This is an optimization exercise on Yosys and OpenROAD, whose aim is small area, a short achievable clock period and few clock cycles per item, not a production implementation. The RTL was checked by simulation tests, not by an equivalence proof against the original design. Power and IR drop assume default switching activity.

==> flow/design.v (excerpt) <==
module ALU #(
    parameter WIDTH = 32
)(
    input [WIDTH-1:0] num_1,
    input [WIDTH-1:0] num_2,
    input [WIDTH-1:0] sub_reg_input,
    input [3:0] opcode,
    input clk,
    output [WIDTH-1:0] result,
    output [WIDTH-1:0] sub_reg_result,
    output done,
    output [3:0] flag
);
Size in the first run: ~3000 cells after synthesis, roughly 170 I/O pins.
export LEC_CHECK = 0
export CAP_MARGIN = 20
export CORE_MARGIN = 2
export CORE_UTILIZATION = 55
export PLACE_DENSITY = 0.7
export SETUP_SLACK_MARGIN = 5
export SLEW_MARGIN = 20
create_clock -name core_clock -period 11.0 [get_ports {clk}]
standard.sh (not shown) runs the stock make flow with config.mk's settings and CLKGATE_MAP_FILE= SYNTH_SCRIPT=/design/flow/synth_recipe.tcl, a recipe that flattens the netlist after the stock synthesis.
==> flow/flow/run.sh <==
#!/bin/bash
# The standard layout (the standard.sh: ORFS synth .. finish), with the
# ports buffered by buf_2 cells instead of the delay cells buffer_ports picks.
# Clock period and constraints unchanged.
set -euo pipefail
bash standard.sh finish "BUFFER_PORTS_ARGS=-buffer_cell sky130_fd_sc_hd__buf_2" > standard.log 2>&1
The baseline produced a clean layout.
Testbench counts at the start, summed over its fixed seeds: cycles 149,117, ops 24,000.
Edit:
- CORE_UTILIZATION: 55 -> 40
- PLACE_DENSITY: 0.7 -> 0.6
Sequential power rose by 6.1%. Setup slack gets better by 54 ps. Via count fell by 2.5%. Power fell by 4.5%. Maximum frequency rose by 0.88%. Sequential share of layout area rose by 0.12 points. Wire length rose by 6.1%. Design area fell by 0.58%. Global-route usage fell by 10 points. Clock power rose by about 3%.
Edit:
- SETUP_SLACK_MARGIN: 5 -> 4.5
Outcome: Count of clock-buffer cells in the layout rose by 2. Sequential share of layout area hardly moves. Final area went down by 0.79%. Synthesized area stays the same. Global-route usage went down by 0.30 points. Power falls by about 2.5%.


Another version of the RTL of ALU (not shown whole).
Size in the first run: ~3,000 cells after synthesis, roughly 120 flip-flops, roughly 170 I/O pins.
// ALU
module ALU #(
    parameter WIDTH = 32
)(
    input [WIDTH-1:0] num_1,
    input [WIDTH-1:0] num_2,
    input [WIDTH-1:0] sub_reg_input,
    input [3:0] opcode,
    input clk,
    output [WIDTH-1:0] result,
    output [WIDTH-1:0] sub_reg_result,
    output done,
    output [3:0] flag
);
export LEC_CHECK = 0
export CAP_MARGIN = 20
export CORE_MARGIN = 2
export CORE_UTILIZATION = 40
export PLACE_DENSITY = 0.6
export SETUP_SLACK_MARGIN = 5
export SLEW_MARGIN = 20
export TNS_END_PERCENT = 10
create_clock -name core_clock -period 11.0 [get_ports {clk}]
Scripts as last shown in full above: flow/flow/run.sh
The starting point ran to the end with no violations.
Testbench counts at the start, summed over its fixed seeds: cycles 159,008, ops 24,000.
==> next run, changes <==
==> flow/flow/run.sh (replaced) <==
#!/bin/bash
# The standard layout (the standard.sh: ORFS synth .. finish), with the
# ports buffered by buf_2 cells instead of the delay cells buffer_ports picks.
# Setup repair aims 5.3 ns below the period. Clock period and constraints unchanged.
set -euo pipefail
bash standard.sh finish "BUFFER_PORTS_ARGS=-buffer_cell sky130_fd_sc_hd__buf_2" SETUP_SLACK_MARGIN=5.3 > standard.log 2>&1
TNS_END_PERCENT = unset   (was 10)
- The new run passed the timing, DRC and antenna checks
- non-clock buffer count rises by 76
- total power came out higher by 14%
- core utilization increases by 2.9 points


v38:
The RTL this note starts from:
==> flow/design.v <==
module ALU #(
    parameter WIDTH = 32
)(
    input [WIDTH-1:0] num_1,
    input [WIDTH-1:0] num_2,
    input [WIDTH-1:0] sub_reg_input,
    input [3:0] opcode,
    input clk,
    output [WIDTH-1:0] result,
    output [WIDTH-1:0] sub_reg_result,
    output done,
    output [3:0] flag
);
    reg  [3:0] op_r;      
    reg        first_r;   
    reg        rdy_r;     
    reg  [3:0] cnt;
    reg        mul_r;     
    reg        div_r;     
    wire same = (opcode == op_r);
    assign done = rdy_r & same;
    wire s_add = (opcode == 4'd0);
    wire s_sub = (opcode == 4'd1);
    wire s_mul = (opcode == 4'd2);
    wire s_div = (opcode == 4'd3);
    wire s_neg = (opcode == 4'd4);
    wire s_and = (opcode == 4'd5);
    wire s_or  = (opcode == 4'd6);
    wire s_xor = (opcode == 4'd7);
    wire s_not = (opcode == 4'd8);
    wire s_idle = opcode[3] & (opcode[2:0] != 3'd0);
    reg [33:0] H;       
    reg [32:0] L;       
    reg [31:0] Yr;      
    reg        ovf_r;   
    reg        sz_r;    
    reg        neg_r;   
    reg        w_r;     
    always @(posedge clk) Yr <= opcode[0] ? num_2 : num_1;
    wire [35:0] ys = {{4{Yr[31]}}, Yr};
    wire        sz = sub_reg_input[31];
    wire        sd = num_2[31];
    wire [31:0] n_hi = sub_reg_input ^ {32{sz}};
    wire [31:0] n_lo = num_1 ^ {32{sz}};
    wire [35:0] a_s = {{4{num_1[31]}}, num_1};
    wire [35:0] b_s = {{4{num_2[31]}}, num_2};
    wire        st_inv = opcode[2] | (opcode[1] ? ~sd : opcode[0]);
    wire [32:0] st_x   = opcode[2] ? 33'd0 : (opcode[1] ? {1'b0, n_hi} : a_s[32:0]);
    wire [32:0] st_y   = opcode[2] ? ~a_s[32:0] : (b_s[32:0] ^ {33{st_inv}});
    wire [32:0] S0     = st_x + st_y + {32'd0, st_inv};    
    function [2:0] booth;   
        input b1, b0, bm;
        booth = {b1, (b1 & ~b0 & ~bm) | (~b1 & b0 & bm), b0 ^ bm};
    endfunction
    reg  [2:0]  bt0, bt1;    
    wire [35:0] y0 = ((bt0[0] ? ys : 36'd0) | (bt0[1] ? {ys[34:0], 1'b0} : 36'd0)) ^ {36{bt0[2]}};
    wire [35:0] y1 = ((bt1[0] ? {ys[33:0], 2'b0} : 36'd0) | (bt1[1] ? {ys[32:0], 3'b0} : 36'd0)) ^ {36{bt1[2]}};
    wire [35:0] hx = {{2{H[33]}}, H};
    wire [35:0] cs_s = hx ^ y0 ^ y1;
    wire [35:0] cs_c = {(hx[34:0] & y0[34:0]) | (hx[34:0] & y1[34:0]) | (y0[34:0] & y1[34:0]), bt1[2]};
    wire        dinv = ~Yr[31];               
    wire [35:0] P = {H, L[32], L[31]};        
    wire [35:0] dm1 = ys ^ {36{dinv}};                   
    wire [35:0] dm2 = {ys[34:0], 1'b0} ^ {36{dinv}};     
    wire [35:0] a1 = mul_r ? cs_s : P;
    wire [35:0] b1 = mul_r ? cs_c : dm1;
    wire        c1 = mul_r ? bt0[2] : dinv;
    wire [35:0] S1 = a1 + b1 + {35'd0, c1};
    wire [35:0] S2 = P + dm2 + {35'd0, dinv};
    wire [35:0] d3_s = P ^ dm1 ^ dm2;
    wire [35:0] d3_c = {(P[34:0] & dm1[34:0]) | (P[34:0] & dm2[34:0]) | (dm1[34:0] & dm2[34:0]), dinv};
    wire [35:0] S3 = d3_s + d3_c + {35'd0, dinv};
    wire e1 = &S1, e2 = &S2, e3 = &S3;
    wire        st_arith = s_add | s_sub | s_neg;
    wire [31:0] l_other = s_mul ? num_2 :
                          s_div ? n_lo :
                          s_and ? (num_1 & num_2) :
                          s_or  ? (num_1 | num_2) :
                          s_xor ? (num_1 ^ num_2) : ~num_1;
    wire g1 = ~S1[35], g2 = ~S2[35], g3 = ~S3[35];
    wire [33:0] r_new = g3 ? S3[33:0] : g2 ? S2[33:0] : g1 ? S1[33:0] : P[33:0];
    always @(posedge clk) begin
        op_r  <= opcode;
        mul_r <= s_mul;
        div_r <= s_div;
        if (s_idle) begin
            first_r <= 1'b1;
            rdy_r   <= 1'b0;
        end else if (first_r) begin
            first_r <= 1'b0;
            rdy_r   <= ~(s_mul | s_div) | (s_div & ~S0[32]);
            cnt     <= 4'd0;
        end else if (rdy_r | ~same) begin
            first_r <= 1'b1;
            rdy_r   <= 1'b0;
        end else begin
            cnt     <= cnt + 4'd1;
            rdy_r   <= mul_r ? (cnt == 4'd7) : (cnt == 4'd15);
        end
    end
    always @(posedge clk) begin
        if (first_r) begin
            H     <= s_div ? {2'b0, n_hi} : 34'd0;
            L[32:1] <= st_arith ? S0[31:0] : l_other;
            L[0]  <= 1'b0;
            bt0   <= booth(num_2[1], num_2[0], 1'b0);
            bt1   <= booth(num_2[3], num_2[2], num_2[1]);
            ovf_r <= (st_arith & (S0[32] ^ S0[31])) | (s_div & ~S0[32]);
            sz_r  <= s_div & sz;
            neg_r <= s_div & (sz ^ sd);
            w_r   <= s_div & sz & (&S0);
        end else begin
            H     <= mul_r ? {{2{S1[35]}}, S1[35:4]} : r_new;
            L     <= mul_r ? {S1[3:0], L[32:5], L[0]} : {L[30:1], g2, g3 | (g1 & ~g2), L[0]};
            bt0   <= booth(L[6], L[5], L[4]);
            bt1   <= booth(L[8], L[7], L[6]);
            w_r   <= sz_r & (e1 | e2 | e3 | (w_r & L[32] & L[31]));
        end
    end
    wire [32:0] q = {1'b0, L[32:1] ^ {32{neg_r}}} + {32'd0, neg_r ^ w_r};
    wire l_nz = |L[32:1];
    wire lo_nz  = |L[31:1];
    wire lo_one = &L[31:1];
    wire range_ovf = L[32] & (neg_r ? (lo_nz | w_r) : 1'b1) | (~neg_r & w_r & lo_one);
    wire div_ovf = div_r & (ovf_r | range_ovf);
    assign result = div_ovf ? 32'd0 : q[31:0];
    assign sub_reg_result = (mul_r | (div_r & ~div_ovf & ~w_r)) ? (H[31:0] ^ {32{sz_r}}) : 32'd0;
    assign flag[3] = div_ovf | (~div_r & ovf_r);
    assign flag[2] = div_ovf | (~l_nz & ~w_r & (~mul_r | (H[31:0] == 32'd0)));
    assign flag[1] = ~div_ovf & (mul_r ? H[31] : q[31]);
    assign flag[0] = ~div_r & ovf_r;
endmodule
export LEC_CHECK = 0
export CAP_MARGIN = 20
export CORE_MARGIN = 2
export CORE_UTILIZATION = 60
export PLACE_DENSITY = 0.75
export SETUP_SLACK_MARGIN = 5
export SLEW_MARGIN = 20
create_clock -name core_clock -period 11.0 [get_ports {clk}]
run.sh (not shown) runs the stock make flow with config.mk's settings and CLKGATE_MAP_FILE= SYNTH_SCRIPT=/design/flow/synth_recipe.tcl, a recipe that flattens the netlist after the stock synthesis.
Stock flow here: none of the scripts above is used.
Testbench counts of v38, summed over its fixed seeds: cycles 159,008, ops 24,000.
Input-level comparison between v49 and v38:
- CORE_UTILIZATION changed from 60 to 40
- PLACE_DENSITY changed from 0.75 to 0.6
==> flow/flow/run.sh (new file) <==
#!/bin/bash
# The standard layout (the standard.sh: ORFS synth .. finish), with the
# ports buffered by buf_2 cells instead of the delay cells buffer_ports picks.
# Clock period and constraints unchanged.
set -euo pipefail
bash standard.sh finish "BUFFER_PORTS_ARGS=-buffer_cell sky130_fd_sc_hd__buf_2" > standard.log 2>&1
==> flow/standard.sh (new file) <==
#!/bin/bash
# synth_recipe.tcl (not shown) runs the flow's synth.tcl, then flattens the netlist and writes it again
# the make line also repeats each setting of config.mk as NAME=value (left out here)
make -C /OpenROAD-flow-scripts/flow DESIGN_CONFIG=/design/flow/config.mk WORK_HOME=/design/flow/orfs CLKGATE_MAP_FILE= SYNTH_SCRIPT=/design/flow/synth_recipe.tcl "${@:-finish}"
removed: flow/run.sh
Results
Per the comparison of v49 with v38, critical path depth went up by 1; maximum clock frequency went down by 0.0051 GHz; number of tapcells went up by 247; routed wire length went down by 500 um.
When the final numbers for v49 and v38 were put side by side, the core utilization of the finished layout turned out to be greater in v38.
The run showing the greater clock network fraction of design power is v49.
Looking at v49 and v38, the max-slew violation count is a wash.
The run showing the smaller clock power is v38.
--- input diff v49..v12 ---
==> flow/run.sh (new file) <==
#!/bin/bash
# synth_recipe.tcl (not shown) runs the flow's synth.tcl, then flattens the netlist and writes it again
# the make line also repeats each setting of config.mk as NAME=value (left out here)
make -C /OpenROAD-flow-scripts/flow DESIGN_CONFIG=/design/flow/config.mk WORK_HOME=/design/flow/orfs CLKGATE_MAP_FILE= SYNTH_SCRIPT=/design/flow/synth_recipe.tcl finish
removed: flow/flow/run.sh
removed: flow/standard.sh
--- outcome ---
v12 — fraction of layout instances using a drive strength above 1 5.1 points lower, v49 as reference
v12 vs v49: design area up
The total power was comparable across v12 and v49.
From v49 to v12 the numbers moved as follows: slew of the pin with the lowest slew margin stayed essentially flat, leakage power level.
Largest fanout on the critical path was higher in v49 than in v12.
In terms of number of multi-input combinational cells, v49 and v12 differ only marginally.
Of v12 and v49, the run reporting the lower net load switching power was v12.
Of the two values seen for category of the most critical setup path, reg -> reg was produced by v49 and reg -> out by v12.

==> separate check: timing with driven ports <==
The results above use ideal ports. As a check the final layouts listed here were re-extracted and re-timed, cells and wires unchanged.
Step 1: set_driving_cell puts a clkbuf_16 on clk and a buf_2 on each other input, an assumption about the parent block.
Step 2 times the ports against the registers' clock, not the clock port: input delays grow and output delays shrink by t, the midpoint of the rising clock arrivals with the driver on.
Slacks: no drivers / after step 1 / after step 2; pairs: no drivers / after step 1.
| run | shift t [ns] | setup WS [ns] | hold slack, ns |
|---|---|---|---|
| the first run of note 1 | 0.492 | 4.812 / 4.812 / 4.377 | 0.583 / 0.583 / 0.583 |
| the second run of note 1 | 0.510 | 4.866 / 4.866 / 4.468 | 0.587 / 0.587 / 0.587 |
| the third run of note 1 | 0.492 | 4.634 / 4.634 / 4.198 | 0.604 / 0.604 / 0.604 |
| the first run of note 2 | 0.508 | 4.961 / 4.994 / 4.486 | 0.593 / 0.593 / 0.593 |
| the second run of note 2 | 0.512 | 5.166 / 5.106 / 4.594 | 0.591 / 0.591 / 0.591 |
| v38 | 0.495 | 5.099 / 5.032 / 4.537 | 0.612 / 0.612 / 0.612 |
| v49 | 0.520 | 4.918 / 4.918 / 4.700 | 0.587 / 0.587 / 0.587 |
| v12 | 0.506 | 5.031 / 4.974 / 4.550 | 0.587 / 0.587 / 0.587 |
After both steps every run listed still meets setup and hold. For the second run of note 2, which loses most, drivers alone change the setup slack by -0.060 ns; drivers and shift together by -0.572 ns.
